Context: an optimization exercise on an open-source flow, tuned for small area, a short achievable clock period and few clock cycles per item. The choices shown serve that exercise and are no tape-out recipe.
No functional check of the RTL was part of this run.
Power is estimated from default activity; no workload was simulated.

==> flow/design.v <==
module booth (
    input  wire        clk  ,
    input  wire        rst_n,
    input  wire [15:0] x    ,
    input  wire [15:0] y    ,
    input  wire        start,
    output wire [31:0] z    ,
    output wire        busy
);
assign busy = 1'b0;
wire one0, two0;
menc ue0 (.y2(y[1]), .y1(y[0]), .y0(1'b0), .one(one0), .two(two0));
wire one1, two1;
menc ue1 (.y2(y[3]), .y1(y[2]), .y0(y[1]), .one(one1), .two(two1));
wire one2, two2;
menc ue2 (.y2(y[5]), .y1(y[4]), .y0(y[3]), .one(one2), .two(two2));
wire one3, two3;
menc ue3 (.y2(y[7]), .y1(y[6]), .y0(y[5]), .one(one3), .two(two3));
wire one4, two4;
menc ue4 (.y2(y[9]), .y1(y[8]), .y0(y[7]), .one(one4), .two(two4));
wire one5, two5;
menc ue5 (.y2(y[11]), .y1(y[10]), .y0(y[9]), .one(one5), .two(two5));
wire one6, two6;
menc ue6 (.y2(y[13]), .y1(y[12]), .y0(y[11]), .one(one6), .two(two6));
wire one7, two7;
menc ue7 (.y2(y[15]), .y1(y[14]), .y0(y[13]), .one(one7), .two(two7));
wire pp0_0;
mbs upp0_0 (.xj(x[0]), .xm(1'b0), .one(one0), .two(two0), .neg(y[1]), .pp(pp0_0));
wire pp0_1;
mbs upp0_1 (.xj(x[1]), .xm(x[0]), .one(one0), .two(two0), .neg(y[1]), .pp(pp0_1));
wire pp0_2;
mbs upp0_2 (.xj(x[2]), .xm(x[1]), .one(one0), .two(two0), .neg(y[1]), .pp(pp0_2));
wire pp0_3;
mbs upp0_3 (.xj(x[3]), .xm(x[2]), .one(one0), .two(two0), .neg(y[1]), .pp(pp0_3));
wire pp0_4;
mbs upp0_4 (.xj(x[4]), .xm(x[3]), .one(one0), .two(two0), .neg(y[1]), .pp(pp0_4));
wire pp0_5;
mbs upp0_5 (.xj(x[5]), .xm(x[4]), .one(one0), .two(two0), .neg(y[1]), .pp(pp0_5));
wire pp0_6;
mbs upp0_6 (.xj(x[6]), .xm(x[5]), .one(one0), .two(two0), .neg(y[1]), .pp(pp0_6));
wire pp0_7;
mbs upp0_7 (.xj(x[7]), .xm(x[6]), .one(one0), .two(two0), .neg(y[1]), .pp(pp0_7));
wire pp0_8;
mbs upp0_8 (.xj(x[8]), .xm(x[7]), .one(one0), .two(two0), .neg(y[1]), .pp(pp0_8));
wire pp0_9;
mbs upp0_9 (.xj(x[9]), .xm(x[8]), .one(one0), .two(two0), .neg(y[1]), .pp(pp0_9));
wire pp0_10;
mbs upp0_10 (.xj(x[10]), .xm(x[9]), .one(one0), .two(two0), .neg(y[1]), .pp(pp0_10));
wire pp0_11;
mbs upp0_11 (.xj(x[11]), .xm(x[10]), .one(one0), .two(two0), .neg(y[1]), .pp(pp0_11));
wire pp0_12;
mbs upp0_12 (.xj(x[12]), .xm(x[11]), .one(one0), .two(two0), .neg(y[1]), .pp(pp0_12));
wire pp0_13;
mbs upp0_13 (.xj(x[13]), .xm(x[12]), .one(one0), .two(two0), .neg(y[1]), .pp(pp0_13));
wire pp0_14;
mbs upp0_14 (.xj(x[14]), .xm(x[13]), .one(one0), .two(two0), .neg(y[1]), .pp(pp0_14));
wire pp0_15;
mbs upp0_15 (.xj(x[15]), .xm(x[14]), .one(one0), .two(two0), .neg(y[1]), .pp(pp0_15));
wire pp0_16;
mbsn upp0_16 (.xj(x[15]), .xm(x[15]), .one(one0), .two(two0), .neg(y[1]), .pp(pp0_16));
wire s0n;
minv us0n (.a(pp0_16), .y(s0n));
wire pp1_0;
mbs upp1_0 (.xj(x[0]), .xm(1'b0), .one(one1), .two(two1), .neg(y[3]), .pp(pp1_0));
wire pp1_1;
mbs upp1_1 (.xj(x[1]), .xm(x[0]), .one(one1), .two(two1), .neg(y[3]), .pp(pp1_1));
wire pp1_2;
mbs upp1_2 (.xj(x[2]), .xm(x[1]), .one(one1), .two(two1), .neg(y[3]), .pp(pp1_2));
wire pp1_3;
mbs upp1_3 (.xj(x[3]), .xm(x[2]), .one(one1), .two(two1), .neg(y[3]), .pp(pp1_3));
wire pp1_4;
mbs upp1_4 (.xj(x[4]), .xm(x[3]), .one(one1), .two(two1), .neg(y[3]), .pp(pp1_4));
wire pp1_5;
mbs upp1_5 (.xj(x[5]), .xm(x[4]), .one(one1), .two(two1), .neg(y[3]), .pp(pp1_5));
wire pp1_6;
mbs upp1_6 (.xj(x[6]), .xm(x[5]), .one(one1), .two(two1), .neg(y[3]), .pp(pp1_6));
wire pp1_7;
mbs upp1_7 (.xj(x[7]), .xm(x[6]), .one(one1), .two(two1), .neg(y[3]), .pp(pp1_7));
wire pp1_8;
mbs upp1_8 (.xj(x[8]), .xm(x[7]), .one(one1), .two(two1), .neg(y[3]), .pp(pp1_8));
wire pp1_9;
mbs upp1_9 (.xj(x[9]), .xm(x[8]), .one(one1), .two(two1), .neg(y[3]), .pp(pp1_9));
wire pp1_10;
mbs upp1_10 (.xj(x[10]), .xm(x[9]), .one(one1), .two(two1), .neg(y[3]), .pp(pp1_10));
wire pp1_11;
mbs upp1_11 (.xj(x[11]), .xm(x[10]), .one(one1), .two(two1), .neg(y[3]), .pp(pp1_11));
wire pp1_12;
mbs upp1_12 (.xj(x[12]), .xm(x[11]), .one(one1), .two(two1), .neg(y[3]), .pp(pp1_12));
wire pp1_13;
mbs upp1_13 (.xj(x[13]), .xm(x[12]), .one(one1), .two(two1), .neg(y[3]), .pp(pp1_13));
wire pp1_14;
mbs upp1_14 (.xj(x[14]), .xm(x[13]), .one(one1), .two(two1), .neg(y[3]), .pp(pp1_14));
wire pp1_15;
mbs upp1_15 (.xj(x[15]), .xm(x[14]), .one(one1), .two(two1), .neg(y[3]), .pp(pp1_15));
wire pp1_16;
mbsn upp1_16 (.xj(x[15]), .xm(x[15]), .one(one1), .two(two1), .neg(y[3]), .pp(pp1_16));
wire pp2_0;
mbs upp2_0 (.xj(x[0]), .xm(1'b0), .one(one2), .two(two2), .neg(y[5]), .pp(pp2_0));
wire pp2_1;
mbs upp2_1 (.xj(x[1]), .xm(x[0]), .one(one2), .two(two2), .neg(y[5]), .pp(pp2_1));
wire pp2_2;
mbs upp2_2 (.xj(x[2]), .xm(x[1]), .one(one2), .two(two2), .neg(y[5]), .pp(pp2_2));
wire pp2_3;
mbs upp2_3 (.xj(x[3]), .xm(x[2]), .one(one2), .two(two2), .neg(y[5]), .pp(pp2_3));
wire pp2_4;
mbs upp2_4 (.xj(x[4]), .xm(x[3]), .one(one2), .two(two2), .neg(y[5]), .pp(pp2_4));
wire pp2_5;
mbs upp2_5 (.xj(x[5]), .xm(x[4]), .one(one2), .two(two2), .neg(y[5]), .pp(pp2_5));
wire pp2_6;
mbs upp2_6 (.xj(x[6]), .xm(x[5]), .one(one2), .two(two2), .neg(y[5]), .pp(pp2_6));
wire pp2_7;
mbs upp2_7 (.xj(x[7]), .xm(x[6]), .one(one2), .two(two2), .neg(y[5]), .pp(pp2_7));
wire pp2_8;
mbs upp2_8 (.xj(x[8]), .xm(x[7]), .one(one2), .two(two2), .neg(y[5]), .pp(pp2_8));
wire pp2_9;
mbs upp2_9 (.xj(x[9]), .xm(x[8]), .one(one2), .two(two2), .neg(y[5]), .pp(pp2_9));
wire pp2_10;
mbs upp2_10 (.xj(x[10]), .xm(x[9]), .one(one2), .two(two2), .neg(y[5]), .pp(pp2_10));
wire pp2_11;
mbs upp2_11 (.xj(x[11]), .xm(x[10]), .one(one2), .two(two2), .neg(y[5]), .pp(pp2_11));
wire pp2_12;
mbs upp2_12 (.xj(x[12]), .xm(x[11]), .one(one2), .two(two2), .neg(y[5]), .pp(pp2_12));
wire pp2_13;
mbs upp2_13 (.xj(x[13]), .xm(x[12]), .one(one2), .two(two2), .neg(y[5]), .pp(pp2_13));
wire pp2_14;
mbs upp2_14 (.xj(x[14]), .xm(x[13]), .one(one2), .two(two2), .neg(y[5]), .pp(pp2_14));
wire pp2_15;
mbs upp2_15 (.xj(x[15]), .xm(x[14]), .one(one2), .two(two2), .neg(y[5]), .pp(pp2_15));
wire pp2_16;
mbsn upp2_16 (.xj(x[15]), .xm(x[15]), .one(one2), .two(two2), .neg(y[5]), .pp(pp2_16));
wire pp3_0;
mbs upp3_0 (.xj(x[0]), .xm(1'b0), .one(one3), .two(two3), .neg(y[7]), .pp(pp3_0));
wire pp3_1;
mbs upp3_1 (.xj(x[1]), .xm(x[0]), .one(one3), .two(two3), .neg(y[7]), .pp(pp3_1));
wire pp3_2;
mbs upp3_2 (.xj(x[2]), .xm(x[1]), .one(one3), .two(two3), .neg(y[7]), .pp(pp3_2));
wire pp3_3;
mbs upp3_3 (.xj(x[3]), .xm(x[2]), .one(one3), .two(two3), .neg(y[7]), .pp(pp3_3));
wire pp3_4;
mbs upp3_4 (.xj(x[4]), .xm(x[3]), .one(one3), .two(two3), .neg(y[7]), .pp(pp3_4));
wire pp3_5;
mbs upp3_5 (.xj(x[5]), .xm(x[4]), .one(one3), .two(two3), .neg(y[7]), .pp(pp3_5));
wire pp3_6;
mbs upp3_6 (.xj(x[6]), .xm(x[5]), .one(one3), .two(two3), .neg(y[7]), .pp(pp3_6));
wire pp3_7;
mbs upp3_7 (.xj(x[7]), .xm(x[6]), .one(one3), .two(two3), .neg(y[7]), .pp(pp3_7));
wire pp3_8;
mbs upp3_8 (.xj(x[8]), .xm(x[7]), .one(one3), .two(two3), .neg(y[7]), .pp(pp3_8));
wire pp3_9;
mbs upp3_9 (.xj(x[9]), .xm(x[8]), .one(one3), .two(two3), .neg(y[7]), .pp(pp3_9));
wire pp3_10;
mbs upp3_10 (.xj(x[10]), .xm(x[9]), .one(one3), .two(two3), .neg(y[7]), .pp(pp3_10));
wire pp3_11;
mbs upp3_11 (.xj(x[11]), .xm(x[10]), .one(one3), .two(two3), .neg(y[7]), .pp(pp3_11));
wire pp3_12;
mbs upp3_12 (.xj(x[12]), .xm(x[11]), .one(one3), .two(two3), .neg(y[7]), .pp(pp3_12));
wire pp3_13;
mbs upp3_13 (.xj(x[13]), .xm(x[12]), .one(one3), .two(two3), .neg(y[7]), .pp(pp3_13));
wire pp3_14;
mbs upp3_14 (.xj(x[14]), .xm(x[13]), .one(one3), .two(two3), .neg(y[7]), .pp(pp3_14));
wire pp3_15;
mbs upp3_15 (.xj(x[15]), .xm(x[14]), .one(one3), .two(two3), .neg(y[7]), .pp(pp3_15));
wire pp3_16;
mbsn upp3_16 (.xj(x[15]), .xm(x[15]), .one(one3), .two(two3), .neg(y[7]), .pp(pp3_16));
wire pp4_0;
mbs upp4_0 (.xj(x[0]), .xm(1'b0), .one(one4), .two(two4), .neg(y[9]), .pp(pp4_0));
wire pp4_1;
mbs upp4_1 (.xj(x[1]), .xm(x[0]), .one(one4), .two(two4), .neg(y[9]), .pp(pp4_1));
wire pp4_2;
mbs upp4_2 (.xj(x[2]), .xm(x[1]), .one(one4), .two(two4), .neg(y[9]), .pp(pp4_2));
wire pp4_3;
mbs upp4_3 (.xj(x[3]), .xm(x[2]), .one(one4), .two(two4), .neg(y[9]), .pp(pp4_3));
wire pp4_4;
mbs upp4_4 (.xj(x[4]), .xm(x[3]), .one(one4), .two(two4), .neg(y[9]), .pp(pp4_4));
wire pp4_5;
mbs upp4_5 (.xj(x[5]), .xm(x[4]), .one(one4), .two(two4), .neg(y[9]), .pp(pp4_5));
wire pp4_6;
mbs upp4_6 (.xj(x[6]), .xm(x[5]), .one(one4), .two(two4), .neg(y[9]), .pp(pp4_6));
wire pp4_7;
mbs upp4_7 (.xj(x[7]), .xm(x[6]), .one(one4), .two(two4), .neg(y[9]), .pp(pp4_7));
wire pp4_8;
mbs upp4_8 (.xj(x[8]), .xm(x[7]), .one(one4), .two(two4), .neg(y[9]), .pp(pp4_8));
wire pp4_9;
mbs upp4_9 (.xj(x[9]), .xm(x[8]), .one(one4), .two(two4), .neg(y[9]), .pp(pp4_9));
wire pp4_10;
mbs upp4_10 (.xj(x[10]), .xm(x[9]), .one(one4), .two(two4), .neg(y[9]), .pp(pp4_10));
wire pp4_11;
mbs upp4_11 (.xj(x[11]), .xm(x[10]), .one(one4), .two(two4), .neg(y[9]), .pp(pp4_11));
wire pp4_12;
mbs upp4_12 (.xj(x[12]), .xm(x[11]), .one(one4), .two(two4), .neg(y[9]), .pp(pp4_12));
wire pp4_13;
mbs upp4_13 (.xj(x[13]), .xm(x[12]), .one(one4), .two(two4), .neg(y[9]), .pp(pp4_13));
wire pp4_14;
mbs upp4_14 (.xj(x[14]), .xm(x[13]), .one(one4), .two(two4), .neg(y[9]), .pp(pp4_14));
wire pp4_15;
mbs upp4_15 (.xj(x[15]), .xm(x[14]), .one(one4), .two(two4), .neg(y[9]), .pp(pp4_15));
wire pp4_16;
mbsn upp4_16 (.xj(x[15]), .xm(x[15]), .one(one4), .two(two4), .neg(y[9]), .pp(pp4_16));
wire pp5_0;
mbs upp5_0 (.xj(x[0]), .xm(1'b0), .one(one5), .two(two5), .neg(y[11]), .pp(pp5_0));
wire pp5_1;
mbs upp5_1 (.xj(x[1]), .xm(x[0]), .one(one5), .two(two5), .neg(y[11]), .pp(pp5_1));
wire pp5_2;
mbs upp5_2 (.xj(x[2]), .xm(x[1]), .one(one5), .two(two5), .neg(y[11]), .pp(pp5_2));
wire pp5_3;
mbs upp5_3 (.xj(x[3]), .xm(x[2]), .one(one5), .two(two5), .neg(y[11]), .pp(pp5_3));
wire pp5_4;
mbs upp5_4 (.xj(x[4]), .xm(x[3]), .one(one5), .two(two5), .neg(y[11]), .pp(pp5_4));
wire pp5_5;
mbs upp5_5 (.xj(x[5]), .xm(x[4]), .one(one5), .two(two5), .neg(y[11]), .pp(pp5_5));
wire pp5_6;
mbs upp5_6 (.xj(x[6]), .xm(x[5]), .one(one5), .two(two5), .neg(y[11]), .pp(pp5_6));
wire pp5_7;
mbs upp5_7 (.xj(x[7]), .xm(x[6]), .one(one5), .two(two5), .neg(y[11]), .pp(pp5_7));
wire pp5_8;
mbs upp5_8 (.xj(x[8]), .xm(x[7]), .one(one5), .two(two5), .neg(y[11]), .pp(pp5_8));
wire pp5_9;
mbs upp5_9 (.xj(x[9]), .xm(x[8]), .one(one5), .two(two5), .neg(y[11]), .pp(pp5_9));
wire pp5_10;
mbs upp5_10 (.xj(x[10]), .xm(x[9]), .one(one5), .two(two5), .neg(y[11]), .pp(pp5_10));
wire pp5_11;
mbs upp5_11 (.xj(x[11]), .xm(x[10]), .one(one5), .two(two5), .neg(y[11]), .pp(pp5_11));
wire pp5_12;
mbs upp5_12 (.xj(x[12]), .xm(x[11]), .one(one5), .two(two5), .neg(y[11]), .pp(pp5_12));
wire pp5_13;
mbs upp5_13 (.xj(x[13]), .xm(x[12]), .one(one5), .two(two5), .neg(y[11]), .pp(pp5_13));
wire pp5_14;
mbs upp5_14 (.xj(x[14]), .xm(x[13]), .one(one5), .two(two5), .neg(y[11]), .pp(pp5_14));
wire pp5_15;
mbs upp5_15 (.xj(x[15]), .xm(x[14]), .one(one5), .two(two5), .neg(y[11]), .pp(pp5_15));
wire pp5_16;
mbsn upp5_16 (.xj(x[15]), .xm(x[15]), .one(one5), .two(two5), .neg(y[11]), .pp(pp5_16));
wire pp6_0;
mbs upp6_0 (.xj(x[0]), .xm(1'b0), .one(one6), .two(two6), .neg(y[13]), .pp(pp6_0));
wire pp6_1;
mbs upp6_1 (.xj(x[1]), .xm(x[0]), .one(one6), .two(two6), .neg(y[13]), .pp(pp6_1));
wire pp6_2;
mbs upp6_2 (.xj(x[2]), .xm(x[1]), .one(one6), .two(two6), .neg(y[13]), .pp(pp6_2));
wire pp6_3;
mbs upp6_3 (.xj(x[3]), .xm(x[2]), .one(one6), .two(two6), .neg(y[13]), .pp(pp6_3));
wire pp6_4;
mbs upp6_4 (.xj(x[4]), .xm(x[3]), .one(one6), .two(two6), .neg(y[13]), .pp(pp6_4));
wire pp6_5;
mbs upp6_5 (.xj(x[5]), .xm(x[4]), .one(one6), .two(two6), .neg(y[13]), .pp(pp6_5));
wire pp6_6;
mbs upp6_6 (.xj(x[6]), .xm(x[5]), .one(one6), .two(two6), .neg(y[13]), .pp(pp6_6));
wire pp6_7;
mbs upp6_7 (.xj(x[7]), .xm(x[6]), .one(one6), .two(two6), .neg(y[13]), .pp(pp6_7));
wire pp6_8;
mbs upp6_8 (.xj(x[8]), .xm(x[7]), .one(one6), .two(two6), .neg(y[13]), .pp(pp6_8));
wire pp6_9;
mbs upp6_9 (.xj(x[9]), .xm(x[8]), .one(one6), .two(two6), .neg(y[13]), .pp(pp6_9));
wire pp6_10;
mbs upp6_10 (.xj(x[10]), .xm(x[9]), .one(one6), .two(two6), .neg(y[13]), .pp(pp6_10));
wire pp6_11;
mbs upp6_11 (.xj(x[11]), .xm(x[10]), .one(one6), .two(two6), .neg(y[13]), .pp(pp6_11));
wire pp6_12;
mbs upp6_12 (.xj(x[12]), .xm(x[11]), .one(one6), .two(two6), .neg(y[13]), .pp(pp6_12));
wire pp6_13;
mbs upp6_13 (.xj(x[13]), .xm(x[12]), .one(one6), .two(two6), .neg(y[13]), .pp(pp6_13));
wire pp6_14;
mbs upp6_14 (.xj(x[14]), .xm(x[13]), .one(one6), .two(two6), .neg(y[13]), .pp(pp6_14));
wire pp6_15;
mbs upp6_15 (.xj(x[15]), .xm(x[14]), .one(one6), .two(two6), .neg(y[13]), .pp(pp6_15));
wire pp6_16;
mbsn upp6_16 (.xj(x[15]), .xm(x[15]), .one(one6), .two(two6), .neg(y[13]), .pp(pp6_16));
wire pp7_0;
mbs upp7_0 (.xj(x[0]), .xm(1'b0), .one(one7), .two(two7), .neg(y[15]), .pp(pp7_0));
wire pp7_1;
mbs upp7_1 (.xj(x[1]), .xm(x[0]), .one(one7), .two(two7), .neg(y[15]), .pp(pp7_1));
wire pp7_2;
mbs upp7_2 (.xj(x[2]), .xm(x[1]), .one(one7), .two(two7), .neg(y[15]), .pp(pp7_2));
wire pp7_3;
mbs upp7_3 (.xj(x[3]), .xm(x[2]), .one(one7), .two(two7), .neg(y[15]), .pp(pp7_3));
wire pp7_4;
mbs upp7_4 (.xj(x[4]), .xm(x[3]), .one(one7), .two(two7), .neg(y[15]), .pp(pp7_4));
wire pp7_5;
mbs upp7_5 (.xj(x[5]), .xm(x[4]), .one(one7), .two(two7), .neg(y[15]), .pp(pp7_5));
wire pp7_6;
mbs upp7_6 (.xj(x[6]), .xm(x[5]), .one(one7), .two(two7), .neg(y[15]), .pp(pp7_6));
wire pp7_7;
mbs upp7_7 (.xj(x[7]), .xm(x[6]), .one(one7), .two(two7), .neg(y[15]), .pp(pp7_7));
wire pp7_8;
mbs upp7_8 (.xj(x[8]), .xm(x[7]), .one(one7), .two(two7), .neg(y[15]), .pp(pp7_8));
wire pp7_9;
mbs upp7_9 (.xj(x[9]), .xm(x[8]), .one(one7), .two(two7), .neg(y[15]), .pp(pp7_9));
wire pp7_10;
mbs upp7_10 (.xj(x[10]), .xm(x[9]), .one(one7), .two(two7), .neg(y[15]), .pp(pp7_10));
wire pp7_11;
mbs upp7_11 (.xj(x[11]), .xm(x[10]), .one(one7), .two(two7), .neg(y[15]), .pp(pp7_11));
wire pp7_12;
mbs upp7_12 (.xj(x[12]), .xm(x[11]), .one(one7), .two(two7), .neg(y[15]), .pp(pp7_12));
wire pp7_13;
mbs upp7_13 (.xj(x[13]), .xm(x[12]), .one(one7), .two(two7), .neg(y[15]), .pp(pp7_13));
wire pp7_14;
mbs upp7_14 (.xj(x[14]), .xm(x[13]), .one(one7), .two(two7), .neg(y[15]), .pp(pp7_14));
wire pp7_15;
mbs upp7_15 (.xj(x[15]), .xm(x[14]), .one(one7), .two(two7), .neg(y[15]), .pp(pp7_15));
wire pp7_16;
mbsn upp7_16 (.xj(x[15]), .xm(x[15]), .one(one7), .two(two7), .neg(y[15]), .pp(pp7_16));
wire s1, c2;
mha us1 (.a(y[3]), .b(pp0_2), .s(s1), .co(c2));
wire s3, c4;
mha us3 (.a(pp0_3), .b(pp1_1), .s(s3), .co(c4));
wire s5, c6;
mfa us5 (.a(y[5]), .b(pp0_4), .c(pp1_2), .s(s5), .co(c6));
wire s7, c8;
mha us7 (.a(pp2_0), .b(c4), .s(s7), .co(c8));
wire s9, c10;
mfa us9 (.a(pp0_5), .b(pp1_3), .c(pp2_1), .s(s9), .co(c10));
wire s11, c12;
mha us11 (.a(c6), .b(c8), .s(s11), .co(c12));
wire s13, c14;
mfa us13 (.a(y[7]), .b(pp0_6), .c(pp1_4), .s(s13), .co(c14));
wire s15, c16;
mfa us15 (.a(pp2_2), .b(pp3_0), .c(c10), .s(s15), .co(c16));
wire s17, c18;
mha us17 (.a(s13), .b(c12), .s(s17), .co(c18));
wire s19, c20;
mfa us19 (.a(pp0_7), .b(pp1_5), .c(pp2_3), .s(s19), .co(c20));
wire s21, c22;
mfa us21 (.a(pp3_1), .b(c14), .c(s19), .s(s21), .co(c22));
wire s23, c24;
mha us23 (.a(c16), .b(c18), .s(s23), .co(c24));
wire s25, c26;
mfa us25 (.a(y[9]), .b(pp0_8), .c(pp1_6), .s(s25), .co(c26));
wire s27, c28;
mfa us27 (.a(pp2_4), .b(pp3_2), .c(pp4_0), .s(s27), .co(c28));
wire s29, c30;
mfa us29 (.a(c20), .b(s25), .c(s27), .s(s29), .co(c30));
wire s31, c32;
mha us31 (.a(c22), .b(s29), .s(s31), .co(c32));
wire s33, c34;
mfa us33 (.a(pp0_9), .b(pp1_7), .c(pp2_5), .s(s33), .co(c34));
wire s35, c36;
mfa us35 (.a(pp3_3), .b(pp4_1), .c(c26), .s(s35), .co(c36));
wire s37, c38;
mfa us37 (.a(c28), .b(s33), .c(s35), .s(s37), .co(c38));
wire s39, c40;
mha us39 (.a(c30), .b(c32), .s(s39), .co(c40));
wire s41, c42;
mfa us41 (.a(y[11]), .b(pp0_10), .c(pp1_8), .s(s41), .co(c42));
wire s43, c44;
mfa us43 (.a(pp2_6), .b(pp3_4), .c(pp4_2), .s(s43), .co(c44));
wire s45, c46;
mfa us45 (.a(pp5_0), .b(c34), .c(s41), .s(s45), .co(c46));
wire s47, c48;
mfa us47 (.a(s43), .b(c36), .c(s45), .s(s47), .co(c48));
wire s49, c50;
mha us49 (.a(c38), .b(c40), .s(s49), .co(c50));
wire s51, c52;
mfa us51 (.a(pp0_11), .b(pp1_9), .c(pp2_7), .s(s51), .co(c52));
wire s53, c54;
mfa us53 (.a(pp3_5), .b(pp4_3), .c(pp5_1), .s(s53), .co(c54));
wire s55, c56;
mfa us55 (.a(c42), .b(c44), .c(s51), .s(s55), .co(c56));
wire s57, c58;
mfa us57 (.a(s53), .b(c46), .c(s55), .s(s57), .co(c58));
wire s59, c60;
mha us59 (.a(c48), .b(s57), .s(s59), .co(c60));
wire s61, c62;
mfa us61 (.a(y[13]), .b(pp0_12), .c(pp1_10), .s(s61), .co(c62));
wire s63, c64;
mfa us63 (.a(pp2_8), .b(pp3_6), .c(pp4_4), .s(s63), .co(c64));
wire s65, c66;
mfa us65 (.a(pp5_2), .b(pp6_0), .c(c52), .s(s65), .co(c66));
wire s67, c68;
mfa us67 (.a(c54), .b(s61), .c(s63), .s(s67), .co(c68));
wire s69, c70;
mfa us69 (.a(s65), .b(c56), .c(s67), .s(s69), .co(c70));
wire s71, c72;
mha us71 (.a(c58), .b(s69), .s(s71), .co(c72));
wire s73, c74;
mfa us73 (.a(pp0_13), .b(pp1_11), .c(pp2_9), .s(s73), .co(c74));
wire s75, c76;
mfa us75 (.a(pp3_7), .b(pp4_5), .c(pp5_3), .s(s75), .co(c76));
wire s77, c78;
mfa us77 (.a(pp6_1), .b(c62), .c(c64), .s(s77), .co(c78));
wire s79, c80;
mfa us79 (.a(s73), .b(s75), .c(c66), .s(s79), .co(c80));
wire s81, c82;
mfa us81 (.a(s77), .b(c68), .c(s79), .s(s81), .co(c82));
wire s83, c84;
mha us83 (.a(c70), .b(c72), .s(s83), .co(c84));
wire s85, c86;
mfa us85 (.a(y[15]), .b(pp0_14), .c(pp1_12), .s(s85), .co(c86));
wire s87, c88;
mfa us87 (.a(pp2_10), .b(pp3_8), .c(pp4_6), .s(s87), .co(c88));
wire s89, c90;
mfa us89 (.a(pp5_4), .b(pp6_2), .c(pp7_0), .s(s89), .co(c90));
wire s91, c92;
mfa us91 (.a(c74), .b(c76), .c(s85), .s(s91), .co(c92));
wire s93, c94;
mfa us93 (.a(s87), .b(s89), .c(c78), .s(s93), .co(c94));
wire s95, c96;
mfa us95 (.a(s91), .b(c80), .c(s93), .s(s95), .co(c96));
wire s97, c98;
mha us97 (.a(c82), .b(s95), .s(s97), .co(c98));
wire s99, c100;
mfa us99 (.a(pp0_15), .b(pp1_13), .c(pp2_11), .s(s99), .co(c100));
wire s101, c102;
mfa us101 (.a(pp3_9), .b(pp4_7), .c(pp5_5), .s(s101), .co(c102));
wire s103, c104;
mfa us103 (.a(pp6_3), .b(pp7_1), .c(c86), .s(s103), .co(c104));
wire s105, c106;
mfa us105 (.a(c88), .b(c90), .c(s99), .s(s105), .co(c106));
wire s107, c108;
mfa us107 (.a(s101), .b(s103), .c(c92), .s(s107), .co(c108));
wire s109, c110;
mfa us109 (.a(s105), .b(c94), .c(s107), .s(s109), .co(c110));
wire s111, c112;
mha us111 (.a(c96), .b(s109), .s(s111), .co(c112));
wire s113, c114;
mfa us113 (.a(s0n), .b(pp1_14), .c(pp2_12), .s(s113), .co(c114));
wire s115, c116;
mfa us115 (.a(pp3_10), .b(pp4_8), .c(pp5_6), .s(s115), .co(c116));
wire s117, c118;
mfa us117 (.a(pp6_4), .b(pp7_2), .c(c100), .s(s117), .co(c118));
wire s119, c120;
mfa us119 (.a(c102), .b(s113), .c(s115), .s(s119), .co(c120));
wire s121, c122;
mfa us121 (.a(c104), .b(s117), .c(c106), .s(s121), .co(c122));
wire s123, c124;
mfa us123 (.a(s119), .b(c108), .c(s121), .s(s123), .co(c124));
wire s125, c126;
mha us125 (.a(c110), .b(s123), .s(s125), .co(c126));
wire s127, c128;
mfa us127 (.a(s0n), .b(pp1_15), .c(pp2_13), .s(s127), .co(c128));
wire s129, c130;
mfa us129 (.a(pp3_11), .b(pp4_9), .c(pp5_7), .s(s129), .co(c130));
wire s131, c132;
mfa us131 (.a(pp6_5), .b(pp7_3), .c(c114), .s(s131), .co(c132));
wire s133, c134;
mfa us133 (.a(c116), .b(s127), .c(s129), .s(s133), .co(c134));
wire s135, c136;
mfa us135 (.a(c118), .b(s131), .c(c120), .s(s135), .co(c136));
wire s137, c138;
mfa us137 (.a(s133), .b(c122), .c(s135), .s(s137), .co(c138));
wire s139, c140;
mha us139 (.a(c124), .b(s137), .s(s139), .co(c140));
wire s141, c142;
mfa us141 (.a(pp0_16), .b(pp1_16), .c(pp2_14), .s(s141), .co(c142));
wire s143, c144;
mfa us143 (.a(pp3_12), .b(pp4_10), .c(pp5_8), .s(s143), .co(c144));
wire s145, c146;
mfa us145 (.a(pp6_6), .b(pp7_4), .c(c128), .s(s145), .co(c146));
wire s147, c148;
mfa us147 (.a(c130), .b(s141), .c(s143), .s(s147), .co(c148));
wire s149, c150;
mfa us149 (.a(c132), .b(s145), .c(c134), .s(s149), .co(c150));
wire s151, c152;
mfa us151 (.a(s147), .b(c136), .c(s149), .s(s151), .co(c152));
wire s153, c154;
mha us153 (.a(c138), .b(s151), .s(s153), .co(c154));
wire s155;
minv us155 (.a(pp2_15), .y(s155));
wire s156, c157;
mfa us156 (.a(pp3_13), .b(pp4_11), .c(pp5_9), .s(s156), .co(c157));
wire s158, c159;
mfa us158 (.a(pp6_7), .b(pp7_5), .c(s155), .s(s158), .co(c159));
wire s160, c161;
mfa us160 (.a(c142), .b(c144), .c(s156), .s(s160), .co(c161));
wire s162, c163;
mfa us162 (.a(s158), .b(c146), .c(c148), .s(s162), .co(c163));
wire s164, c165;
mfa us164 (.a(s160), .b(c150), .c(s162), .s(s164), .co(c165));
wire s166, c167;
mha us166 (.a(c152), .b(s164), .s(s166), .co(c167));
wire s168, c169;
mfa us168 (.a(pp2_16), .b(pp3_14), .c(pp4_12), .s(s168), .co(c169));
wire s170, c171;
mfa us170 (.a(pp5_10), .b(pp6_8), .c(pp7_6), .s(s170), .co(c171));
wire s172, c173;
mfa us172 (.a(pp2_15), .b(c157), .c(s168), .s(s172), .co(c173));
wire s174, c175;
mfa us174 (.a(s170), .b(c159), .c(c161), .s(s174), .co(c175));
wire s176, c177;
mfa us176 (.a(s172), .b(c163), .c(s174), .s(s176), .co(c177));
wire s178, c179;
mha us178 (.a(c165), .b(s176), .s(s178), .co(c179));
wire s180;
minv us180 (.a(pp3_15), .y(s180));
wire s181, c182;
mfa us181 (.a(pp4_13), .b(pp5_11), .c(pp6_9), .s(s181), .co(c182));
wire s183, c184;
mfa us183 (.a(pp7_7), .b(s180), .c(c169), .s(s183), .co(c184));
wire s185, c186;
mfa us185 (.a(c171), .b(s181), .c(s183), .s(s185), .co(c186));
wire s187, c188;
mfa us187 (.a(c173), .b(c175), .c(s185), .s(s187), .co(c188));
wire s189, c190;
mha us189 (.a(c177), .b(s187), .s(s189), .co(c190));
wire s191, c192;
mfa us191 (.a(pp3_16), .b(pp4_14), .c(pp5_12), .s(s191), .co(c192));
wire s193, c194;
mfa us193 (.a(pp6_10), .b(pp7_8), .c(pp3_15), .s(s193), .co(c194));
wire s195, c196;
mfa us195 (.a(c182), .b(s191), .c(s193), .s(s195), .co(c196));
wire s197, c198;
mfa us197 (.a(c184), .b(s195), .c(c186), .s(s197), .co(c198));
wire s199, c200;
mha us199 (.a(c188), .b(s197), .s(s199), .co(c200));
wire s201;
minv us201 (.a(pp4_15), .y(s201));
wire s202, c203;
mfa us202 (.a(pp5_13), .b(pp6_11), .c(pp7_9), .s(s202), .co(c203));
wire s204, c205;
mfa us204 (.a(s201), .b(c192), .c(c194), .s(s204), .co(c205));
wire s206, c207;
mfa us206 (.a(s202), .b(s204), .c(c196), .s(s206), .co(c207));
wire s208, c209;
mha us208 (.a(s206), .b(c198), .s(s208), .co(c209));
wire s210, c211;
mfa us210 (.a(pp4_16), .b(pp5_14), .c(pp6_12), .s(s210), .co(c211));
wire s212, c213;
mfa us212 (.a(pp7_10), .b(pp4_15), .c(c203), .s(s212), .co(c213));
wire s214, c215;
mfa us214 (.a(s210), .b(c205), .c(s212), .s(s214), .co(c215));
wire s216, c217;
mha us216 (.a(c207), .b(s214), .s(s216), .co(c217));
wire s218;
minv us218 (.a(pp5_15), .y(s218));
wire s219, c220;
mfa us219 (.a(pp6_13), .b(pp7_11), .c(s218), .s(s219), .co(c220));
wire s221, c222;
mfa us221 (.a(c211), .b(s219), .c(c213), .s(s221), .co(c222));
wire s223, c224;
mha us223 (.a(c215), .b(s221), .s(s223), .co(c224));
wire s225, c226;
mfa us225 (.a(pp5_16), .b(pp6_14), .c(pp7_12), .s(s225), .co(c226));
wire s227, c228;
mfa us227 (.a(pp5_15), .b(s225), .c(c220), .s(s227), .co(c228));
wire s229, c230;
mha us229 (.a(s227), .b(c222), .s(s229), .co(c230));
wire s231;
minv us231 (.a(pp6_15), .y(s231));
wire s232, c233;
mfa us232 (.a(pp7_13), .b(s231), .c(c226), .s(s232), .co(c233));
wire s234, c235;
mha us234 (.a(s232), .b(c228), .s(s234), .co(c235));
wire s236, c237;
mfa us236 (.a(pp6_16), .b(pp7_14), .c(pp6_15), .s(s236), .co(c237));
wire s238, c239;
mha us238 (.a(s236), .b(c233), .s(s238), .co(c239));
wire s240;
minv us240 (.a(pp7_15), .y(s240));
wire s241, c242;
mha us241 (.a(s240), .b(c237), .s(s241), .co(c242));
wire s243, c244;
mha us243 (.a(pp7_16), .b(pp7_15), .s(s243), .co(c244));
wire s245;
minv us245 (.a(c244), .y(s245));
wire lp246, lg247;
mha ulp246 (.a(pp0_0), .b(y[1]), .s(lp246), .co(lg247));
wire lp248, lg249;
mha ulp248 (.a(pp1_0), .b(s1), .s(lp248), .co(lg249));
wire lp250, lg251;
mha ulp250 (.a(c2), .b(s3), .s(lp250), .co(lg251));
wire lp252, lg253;
mha ulp252 (.a(s5), .b(s7), .s(lp252), .co(lg253));
wire lp254, lg255;
mha ulp254 (.a(s9), .b(s11), .s(lp254), .co(lg255));
wire lp256, lg257;
mha ulp256 (.a(s15), .b(s17), .s(lp256), .co(lg257));
wire lp258, lg259;
mha ulp258 (.a(s21), .b(s23), .s(lp258), .co(lg259));
wire lp260, lg261;
mha ulp260 (.a(c24), .b(s31), .s(lp260), .co(lg261));
wire lp262, lg263;
mha ulp262 (.a(s37), .b(s39), .s(lp262), .co(lg263));
wire lq264;
mand ulq264 (.a(lp248), .b(pp0_1), .y(lq264));
wire lg265;
mao ulg265 (.g1(lg253), .p1(lp252), .g0(lg251), .g(lg265));
wire lq266;
mand ulq266 (.a(lp252), .b(lp250), .y(lq266));
wire lg267;
mao ulg267 (.g1(lg257), .p1(lp256), .g0(lg255), .g(lg267));
wire lq268;
mand ulq268 (.a(lp256), .b(lp254), .y(lq268));
wire lg269;
mao ulg269 (.g1(lg261), .p1(lp260), .g0(lg259), .g(lg269));
wire lq270;
mand ulq270 (.a(lp260), .b(lp258), .y(lq270));
wire la271;
mand ula271 (.a(pp0_1), .b(lg247), .y(la271));
wire lg272;
mao ulg272 (.g1(lg249), .p1(lq264), .g0(lg247), .g(lg272));
wire lg273;
mao ulg273 (.g1(lg255), .p1(lp254), .g0(lg265), .g(lg273));
wire lq274;
mand ulq274 (.a(lp254), .b(lq266), .y(lq274));
wire lg275;
mao ulg275 (.g1(lg267), .p1(lq268), .g0(lg265), .g(lg275));
wire lq276;
mand ulq276 (.a(lq268), .b(lq266), .y(lq276));
wire lg277;
mao ulg277 (.g1(lg263), .p1(lp262), .g0(lg269), .g(lg277));
wire lq278;
mand ulq278 (.a(lp262), .b(lq270), .y(lq278));
wire lg279;
mao ulg279 (.g1(lg251), .p1(lp250), .g0(lg272), .g(lg279));
wire lg280;
mao ulg280 (.g1(lg265), .p1(lq266), .g0(lg272), .g(lg280));
wire lg281;
mao ulg281 (.g1(lg273), .p1(lq274), .g0(lg272), .g(lg281));
wire lg282;
mao ulg282 (.g1(lg275), .p1(lq276), .g0(lg272), .g(lg282));
wire lg283;
mao ulg283 (.g1(lg259), .p1(lp258), .g0(lg282), .g(lg283));
wire lg284;
mao ulg284 (.g1(lg269), .p1(lq270), .g0(lg282), .g(lg284));
wire lg285;
mao ulg285 (.g1(lg277), .p1(lq278), .g0(lg282), .g(lg285));
wire ls286;
mxor uls286 (.a(pp0_1), .b(lg247), .y(ls286));
wire ls287;
mxor uls287 (.a(lp248), .b(la271), .y(ls287));
wire ls288;
mxor uls288 (.a(lp250), .b(lg272), .y(ls288));
wire ls289;
mxor uls289 (.a(lp252), .b(lg279), .y(ls289));
wire ls290;
mxor uls290 (.a(lp254), .b(lg280), .y(ls290));
wire ls291;
mxor uls291 (.a(lp256), .b(lg281), .y(ls291));
wire ls292;
mxor uls292 (.a(lp258), .b(lg282), .y(ls292));
wire ls293;
mxor uls293 (.a(lp260), .b(lg283), .y(ls293));
wire ls294;
mxor uls294 (.a(lp262), .b(lg284), .y(ls294));
reg [10:0] qlo;
reg [21:0] qa;
reg [20:0] qb;
wire hp295, hg296;
mha uhp295 (.a(qa[0]), .b(qb[0]), .s(hp295), .co(hg296));
wire hp297, hg298;
mha uhp297 (.a(qa[1]), .b(qb[1]), .s(hp297), .co(hg298));
wire hp299, hg300;
mha uhp299 (.a(qa[2]), .b(qb[2]), .s(hp299), .co(hg300));
wire hp301, hg302;
mha uhp301 (.a(qa[3]), .b(qb[3]), .s(hp301), .co(hg302));
wire hp303, hg304;
mha uhp303 (.a(qa[4]), .b(qb[4]), .s(hp303), .co(hg304));
wire hp305, hg306;
mha uhp305 (.a(qa[5]), .b(qb[5]), .s(hp305), .co(hg306));
wire hp307, hg308;
mha uhp307 (.a(qa[6]), .b(qb[6]), .s(hp307), .co(hg308));
wire hp309, hg310;
mha uhp309 (.a(qa[7]), .b(qb[7]), .s(hp309), .co(hg310));
wire hp311, hg312;
mha uhp311 (.a(qa[8]), .b(qb[8]), .s(hp311), .co(hg312));
wire hp313, hg314;
mha uhp313 (.a(qa[9]), .b(qb[9]), .s(hp313), .co(hg314));
wire hp315, hg316;
mha uhp315 (.a(qa[10]), .b(qb[10]), .s(hp315), .co(hg316));
wire hp317, hg318;
mha uhp317 (.a(qa[11]), .b(qb[11]), .s(hp317), .co(hg318));
wire hp319, hg320;
mha uhp319 (.a(qa[12]), .b(qb[12]), .s(hp319), .co(hg320));
wire hp321, hg322;
mha uhp321 (.a(qa[13]), .b(qb[13]), .s(hp321), .co(hg322));
wire hp323, hg324;
mha uhp323 (.a(qa[14]), .b(qb[14]), .s(hp323), .co(hg324));
wire hp325, hg326;
mha uhp325 (.a(qa[15]), .b(qb[15]), .s(hp325), .co(hg326));
wire hp327, hg328;
mha uhp327 (.a(qa[16]), .b(qb[16]), .s(hp327), .co(hg328));
wire hp329, hg330;
mha uhp329 (.a(qa[17]), .b(qb[17]), .s(hp329), .co(hg330));
wire hp331, hg332;
mha uhp331 (.a(qa[18]), .b(qb[18]), .s(hp331), .co(hg332));
wire hp333, hg334;
mha uhp333 (.a(qa[19]), .b(qb[19]), .s(hp333), .co(hg334));
wire hp335, hg336;
mha uhp335 (.a(qa[20]), .b(qb[20]), .s(hp335), .co(hg336));
wire hg337;
mao uhg337 (.g1(hg296), .p1(hp295), .g0(qlo[10]), .g(hg337));
wire hg338;
mao uhg338 (.g1(hg300), .p1(hp299), .g0(hg298), .g(hg338));
wire hq339;
mand uhq339 (.a(hp299), .b(hp297), .y(hq339));
wire hg340;
mao uhg340 (.g1(hg304), .p1(hp303), .g0(hg302), .g(hg340));
wire hq341;
mand uhq341 (.a(hp303), .b(hp301), .y(hq341));
wire hg342;
mao uhg342 (.g1(hg308), .p1(hp307), .g0(hg306), .g(hg342));
wire hq343;
mand uhq343 (.a(hp307), .b(hp305), .y(hq343));
wire hg344;
mao uhg344 (.g1(hg312), .p1(hp311), .g0(hg310), .g(hg344));
wire hq345;
mand uhq345 (.a(hp311), .b(hp309), .y(hq345));
wire hg346;
mao uhg346 (.g1(hg316), .p1(hp315), .g0(hg314), .g(hg346));
wire hq347;
mand uhq347 (.a(hp315), .b(hp313), .y(hq347));
wire hg348;
mao uhg348 (.g1(hg320), .p1(hp319), .g0(hg318), .g(hg348));
wire hq349;
mand uhq349 (.a(hp319), .b(hp317), .y(hq349));
wire hg350;
mao uhg350 (.g1(hg324), .p1(hp323), .g0(hg322), .g(hg350));
wire hq351;
mand uhq351 (.a(hp323), .b(hp321), .y(hq351));
wire hg352;
mao uhg352 (.g1(hg328), .p1(hp327), .g0(hg326), .g(hg352));
wire hq353;
mand uhq353 (.a(hp327), .b(hp325), .y(hq353));
wire hg354;
mao uhg354 (.g1(hg332), .p1(hp331), .g0(hg330), .g(hg354));
wire hq355;
mand uhq355 (.a(hp331), .b(hp329), .y(hq355));
wire hg356;
mao uhg356 (.g1(hg336), .p1(hp335), .g0(hg334), .g(hg356));
wire hq357;
mand uhq357 (.a(hp335), .b(hp333), .y(hq357));
wire hg358;
mao uhg358 (.g1(hg338), .p1(hq339), .g0(hg337), .g(hg358));
wire hg359;
mao uhg359 (.g1(hg342), .p1(hq343), .g0(hg340), .g(hg359));
wire hq360;
mand uhq360 (.a(hq343), .b(hq341), .y(hq360));
wire hg361;
mao uhg361 (.g1(hg346), .p1(hq347), .g0(hg344), .g(hg361));
wire hq362;
mand uhq362 (.a(hq347), .b(hq345), .y(hq362));
wire hg363;
mao uhg363 (.g1(hg350), .p1(hq351), .g0(hg348), .g(hg363));
wire hq364;
mand uhq364 (.a(hq351), .b(hq349), .y(hq364));
wire hg365;
mao uhg365 (.g1(hg354), .p1(hq355), .g0(hg352), .g(hg365));
wire hq366;
mand uhq366 (.a(hq355), .b(hq353), .y(hq366));
wire hg367;
mao uhg367 (.g1(hg359), .p1(hq360), .g0(hg358), .g(hg367));
wire hg368;
mao uhg368 (.g1(hg363), .p1(hq364), .g0(hg361), .g(hg368));
wire hq369;
mand uhq369 (.a(hq364), .b(hq362), .y(hq369));
wire hg370;
mao uhg370 (.g1(hg368), .p1(hq369), .g0(hg367), .g(hg370));
wire hg371;
mao uhg371 (.g1(hg361), .p1(hq362), .g0(hg367), .g(hg371));
wire hg372;
mao uhg372 (.g1(hg365), .p1(hq366), .g0(hg370), .g(hg372));
wire hg373;
mao uhg373 (.g1(hg340), .p1(hq341), .g0(hg358), .g(hg373));
wire hg374;
mao uhg374 (.g1(hg344), .p1(hq345), .g0(hg367), .g(hg374));
wire hg375;
mao uhg375 (.g1(hg348), .p1(hq349), .g0(hg371), .g(hg375));
wire hg376;
mao uhg376 (.g1(hg352), .p1(hq353), .g0(hg370), .g(hg376));
wire hg377;
mao uhg377 (.g1(hg356), .p1(hq357), .g0(hg372), .g(hg377));
wire hg378;
mao uhg378 (.g1(hg298), .p1(hp297), .g0(hg337), .g(hg378));
wire hg379;
mao uhg379 (.g1(hg302), .p1(hp301), .g0(hg358), .g(hg379));
wire hg380;
mao uhg380 (.g1(hg306), .p1(hp305), .g0(hg373), .g(hg380));
wire hg381;
mao uhg381 (.g1(hg310), .p1(hp309), .g0(hg367), .g(hg381));
wire hg382;
mao uhg382 (.g1(hg314), .p1(hp313), .g0(hg374), .g(hg382));
wire hg383;
mao uhg383 (.g1(hg318), .p1(hp317), .g0(hg371), .g(hg383));
wire hg384;
mao uhg384 (.g1(hg322), .p1(hp321), .g0(hg375), .g(hg384));
wire hg385;
mao uhg385 (.g1(hg326), .p1(hp325), .g0(hg370), .g(hg385));
wire hg386;
mao uhg386 (.g1(hg330), .p1(hp329), .g0(hg376), .g(hg386));
wire hg387;
mao uhg387 (.g1(hg334), .p1(hp333), .g0(hg372), .g(hg387));
wire ha388;
mand uha388 (.a(qa[21]), .b(hg377), .y(ha388));
wire hs389;
mxor uhs389 (.a(hp295), .b(qlo[10]), .y(hs389));
wire hs390;
mxor uhs390 (.a(hp297), .b(hg337), .y(hs390));
wire hs391;
mxor uhs391 (.a(hp299), .b(hg378), .y(hs391));
wire hs392;
mxor uhs392 (.a(hp301), .b(hg358), .y(hs392));
wire hs393;
mxor uhs393 (.a(hp303), .b(hg379), .y(hs393));
wire hs394;
mxor uhs394 (.a(hp305), .b(hg373), .y(hs394));
wire hs395;
mxor uhs395 (.a(hp307), .b(hg380), .y(hs395));
wire hs396;
mxor uhs396 (.a(hp309), .b(hg367), .y(hs396));
wire hs397;
mxor uhs397 (.a(hp311), .b(hg381), .y(hs397));
wire hs398;
mxor uhs398 (.a(hp313), .b(hg374), .y(hs398));
wire hs399;
mxor uhs399 (.a(hp315), .b(hg382), .y(hs399));
wire hs400;
mxor uhs400 (.a(hp317), .b(hg371), .y(hs400));
wire hs401;
mxor uhs401 (.a(hp319), .b(hg383), .y(hs401));
wire hs402;
mxor uhs402 (.a(hp321), .b(hg375), .y(hs402));
wire hs403;
mxor uhs403 (.a(hp323), .b(hg384), .y(hs403));
wire hs404;
mxor uhs404 (.a(hp325), .b(hg370), .y(hs404));
wire hs405;
mxor uhs405 (.a(hp327), .b(hg385), .y(hs405));
wire hs406;
mxor uhs406 (.a(hp329), .b(hg376), .y(hs406));
wire hs407;
mxor uhs407 (.a(hp331), .b(hg386), .y(hs407));
wire hs408;
mxor uhs408 (.a(hp333), .b(hg372), .y(hs408));
wire hs409;
mxor uhs409 (.a(hp335), .b(hg387), .y(hs409));
wire hs410;
mxor uhs410 (.a(qa[21]), .b(hg377), .y(hs410));
assign z = {hs410, hs409, hs408, hs407, hs406, hs405, hs404, hs403, hs402, hs401, hs400, hs399, hs398, hs397, hs396, hs395, hs394, hs393, hs392, hs391, hs390, hs389, qlo[9], qlo[8], qlo[7], qlo[6], qlo[5], qlo[4], qlo[3], qlo[2], qlo[1], qlo[0]};
always @(posedge clk)
    if (start) begin
        qlo <= {lg285, ls294, ls293, ls292, ls291, ls290, ls289, ls288, ls287, ls286, lp246};
        qa <= {s245, c242, c239, c235, c230, c224, c217, c209, c200, c190, c179, c167, c154, c140, c126, c112, c98, c84, s81, c60, c50, s47};
        qb <= {s243, s241, s238, s234, s229, s223, s216, s208, s199, s189, s178, s166, s153, s139, s125, s111, s97, s83, s71, s59, s49};
    end
endmodule
module menc (input wire y2, input wire y1, input wire y0, output wire one, output wire two);
assign one = y1 ^ y0;
assign two = (y2 & ~y1 & ~y0) | (~y2 & y1 & y0);
endmodule
module mbs (input wire xj, input wire xm, input wire one, input wire two, input wire neg, output wire pp);
assign pp = ((one & xj) | (two & xm)) ^ neg;
endmodule
module mbsn (input wire xj, input wire xm, input wire one, input wire two, input wire neg, output wire pp);
assign pp = ~(((one & xj) | (two & xm)) ^ neg);
endmodule
module mfa (input wire a, input wire b, input wire c, output wire s, output wire co);
assign s  = a ^ b ^ c;
assign co = (a & b) | (a & c) | (b & c);
endmodule
module mha (input wire a, input wire b, output wire s, output wire co);
assign s  = a ^ b;
assign co = a & b;
endmodule
module minv (input wire a, output wire y);
assign y = ~a;
endmodule
module mand (input wire a, input wire b, output wire y);
assign y = a & b;
endmodule
module mxor (input wire a, input wire b, output wire y);
assign y = a ^ b;
endmodule
module mao (input wire g1, input wire p1, input wire g0, output wire g);
assign g = g1 | (p1 & g0);
endmodule
==> flow/flow/run.sh <==
#!/bin/bash
set -euo pipefail
export BUFFER_PORTS_ARGS="-buffer_cell sky130_fd_sc_hd__buf_2"
export PRE_FLOORPLAN_TCL="$PWD/flow/downsize.tcl"
bash standard.sh > standard.log 2>&1
==> flow/flow/downsize.tcl <==
# Start the layout from the smallest drive strength of each combinational
# cell that synthesis picked; timing repair later sizes up what it needs.
set db [ord::get_db]
set block [ord::get_db_block]
set n 0
foreach inst [$block getInsts] {
  set m [[$inst getMaster] getName]
  if {![regexp {^(sky130_fd_sc_hd__([a-z0-9]+))_([0-9]+)$} $m -> base short drive]} { continue }
  if {[regexp {^(s?e?df|dl|conb|tap|fill|decap|clk)} $short]} { continue }
  foreach d {0 1 2} {
    if {$d >= $drive} { break }
    set cand ${base}_$d
    set cm [$db findMaster $cand]
    if {$cm eq "NULL" || $cm eq ""} { continue }
    replace_cell [$inst getName] $cand
    incr n
    break
  }
}
puts "downsize.tcl: resized $n instances"
==> flow/standard.sh <==
#!/bin/bash
# synth_recipe.tcl (not shown) runs the flow's synth.tcl, then flattens the netlist and writes it again
# the make line also repeats each setting of config.mk as NAME=value (left out here)
make -C /OpenROAD-flow-scripts/flow DESIGN_CONFIG=/design/flow/config.mk WORK_HOME=/design/flow/orfs CLKGATE_MAP_FILE= SYNTH_SCRIPT=/design/flow/synth_recipe.tcl "${@:-finish}"
==> flow/config.mk <==
export PLATFORM = sky130hd
export DESIGN_NAME = booth
export DESIGN_NICKNAME = booth
export VERILOG_FILES = /design/flow/design.v
export SDC_FILE = /design/flow/constraint.sdc
export NUM_CORES = 4
export LEC_CHECK = 0
export CAP_MARGIN = 20
export CORE_MARGIN = 2
export CORE_UTILIZATION = 40
export SLEW_MARGIN = 20
export SYNTH_HIERARCHICAL = 1
export SYNTH_MINIMUM_KEEP_SIZE = 0
==> flow/constraint.sdc <==
create_clock -name core_clock -period 4.0 [get_ports {clk}]
set_input_delay 0.8000 -clock core_clock [delete_from_list [all_inputs] [get_ports {clk}]]
set_output_delay 0.8000 -clock core_clock [all_outputs]
set_load 0.01 [all_outputs]
==> notes.md <==
## repair_timing
item | CTS | global route
setup buffers | 1 | 1
pin swaps | 1 | 4
endpoints found under the setup margin | 7 | 11
gates resized for setup | 3 | 17
hold buffers | 0 | 0
## worst paths after layout
kind                  startpoint     end  cells after the start
worst min-delay path        y[1]  qlo[0]                      3
worst max-delay path        y[0]   qb[6]                     11
## power by group through the flow
stage / clock network, µW / logic (µW) / registers, µW
after global placement: 0 / 4740 / 1300
after global routing: 499 / 5610 / 1320
after floorplan: 0 / 3530 / 1280
after CTS: 473 / 4940 / 1300
after detailed placement: 0 / 4890 / 1310
final: 461 / 4880 / 1290
## cells in the final DEF, fill, tap and decap left out, drive strengths merged
cell,instances
a21o,50
a22oi,136
nand2,8
fa,90
xor2,47
clkinv,1
xnor2,128
conb,12
nand2b,8
clkbuf,6
o22ai,8
edfxtp,54
buf,141
and2,23
clkinvlp,1
inv,9
ha,59
## metal layers
metal  share of wire (%)  GRT usage, %
met3                 5.7         3.057
met4                 1.4         5.895
met1                  43         26.39
met5                   0             0
met2                  50         33.60
## sequential cells by signal (all words and copies together) (netlist names)
name / cells
qlo: 11
qa: 22
qb: 21
## stage by stage
step	instances	setup WS, ps	hold slack [ps]	utilization [%]
after global placement	1005	-308.8	1212	47.70
after CTS	1014	7.627	1028	48.67
final	1015	38.89	1004	49.04
after floorplan	664	2.258	912.5	-
after detailed placement	1005	-352.2	1210	47.70
after global routing	1015	-41.67	1017	49.04
## worst max-delay path, cell delays in order
cell and delay [ps]:
buf_2 140, nand2b_1 180, o22ai_4 210, buf_8 170, a22oi_1 100, xnor2_2 170, fa_1 480, fa_2 550
fa_1 470, fa_1 450, ha_1 280
## cell type report
| type | count | area (µm²) |
|---|---|---|
| fillers | 1675 | 9469 |
| repair buffers | 142 | 1026 |
| flip-flops and latches | 54 | 1622 |
| clock buffers | 5 | 125.1 |
| clock inverters | 3 | 20.02 |
| multi-input cells | 569 | 5996 |
| inverters | 8 | 30.03 |
| well taps | 234 | 292.8 |
==> flow_summary.json <==
{
  "status": "complete, no violations",
  "die_height_um": 141.1,
  "clk_path_buf_depth": 2,
  "final.period_utilization_pct": 99.03,
  "setup_viol": 0,
  "min_period_ps": 3961,
  "power_leakage_uw": 0.003763,
  "cp_max_fo": 13,
  "initial_core_util_pct": 40.48,
  "routed_wl_um": 19200,
  "clkTransAtPathRegs_ps": 90,
  "place_congestion": 0.8761,
  "viasPerCell": 5.610,
  "max_freq_ghz": 0.2525,
  "cts_made_buffers": 5,
  "row_count": 50,
  "critPathKind": "in -> reg",
  "insertedDiodeCount": 0,
  "placed_cell_area_um2": 8864,
  "cts.sinks": 54,
  "tightest_slew_ps": 578.0,
  "drv_cap": 0,
  "switching_power_uw": 2835,
  "rsz0062_at_grt": "true",
  "slew_viol_final": 0,
  "grt_max_degree": 32,
  "grt_pass1_wl_um": 31150,
  "antenna_found_initial": 0,
  "wl_per_cell_um": 18.92,
  "power.density_nw_per_um2": 727.4,
  "p_seq_share_pct": 19.5,
  "portBuffers": 65,
  "internal_power_uw": 3793,
  "first_pass_iters": 7,
  "setup_tns_ps": 0,
  "slew_headroom_pct": 61.46,
  "clock_power_share_pct": 7.0,
  "design_area_um2": 9111,
  "hold_class": "in -> reg",
  "crit_required_ps": 4060,
  "swShare_pct": 42.77,
  "hold_viol": 0,
  "tritoncts": "built",
  "drive_above_1_share_pct": 22.92,
  "cp-start-kind": "primary input",
  "grt_pass1_vias": 5984,
  "overflow": 0,
  "end_kind": "flop",
  "track_usage_pct": 19.85,
  "num_io_pins": 68,
  "power_uw": 6627,
  "crit_arrival_ps": 4020,
  "syn_inst": 653,
  "fp.dieArea_um2": 19920,
  "combPwrFrac_pct": 73.6,
  "vdd_ir_drop_max_mv": 0.3072,
  "nets": 964,
  "dieWidth_um": 141.1,
  "final_antenna_net_count": 0,
  "clockRootBuffer": "clkbuf_16",
  "core_um2": 18580,
  "initialDrtViolationCount": 515,
  "h-tree-depth": 2,
  "num_vias": 5694,
  "drc": 0,
  "yosys_warnings": 7,
  "dp_hpwl_um": 14640
}

[re-timing with driven ports]
The results above use ideal ports. As a check the final layout listed here was re-extracted and re-timed, cells and wires unchanged.
Step 1 (the two cells are an assumption about what drives the block):
set clk [get_ports {clk}]
set_driving_cell -lib_cell sky130_fd_sc_hd__clkbuf_16 $clk
set_driving_cell -lib_cell sky130_fd_sc_hd__buf_2 [delete_from_list [all_inputs] $clk]
Step 2, shift: input delay + t, output delay - t, t = (earliest + latest rising clock arrival at the registers) / 2. This alone moves slack from input paths to output paths.
a / b / c = no drivers / after step 1 / after step 2; a / b = the first two.
t (ns): 0.351
setup WS [ns]: 0.039 / 0.061 / -0.291
worst setup path after step 2: input to register
Met with ideal ports but missed after step 2: setup timing in this run. The setup slack of this run moves by +0.022 ns with the drivers and by -0.330 ns with both steps.
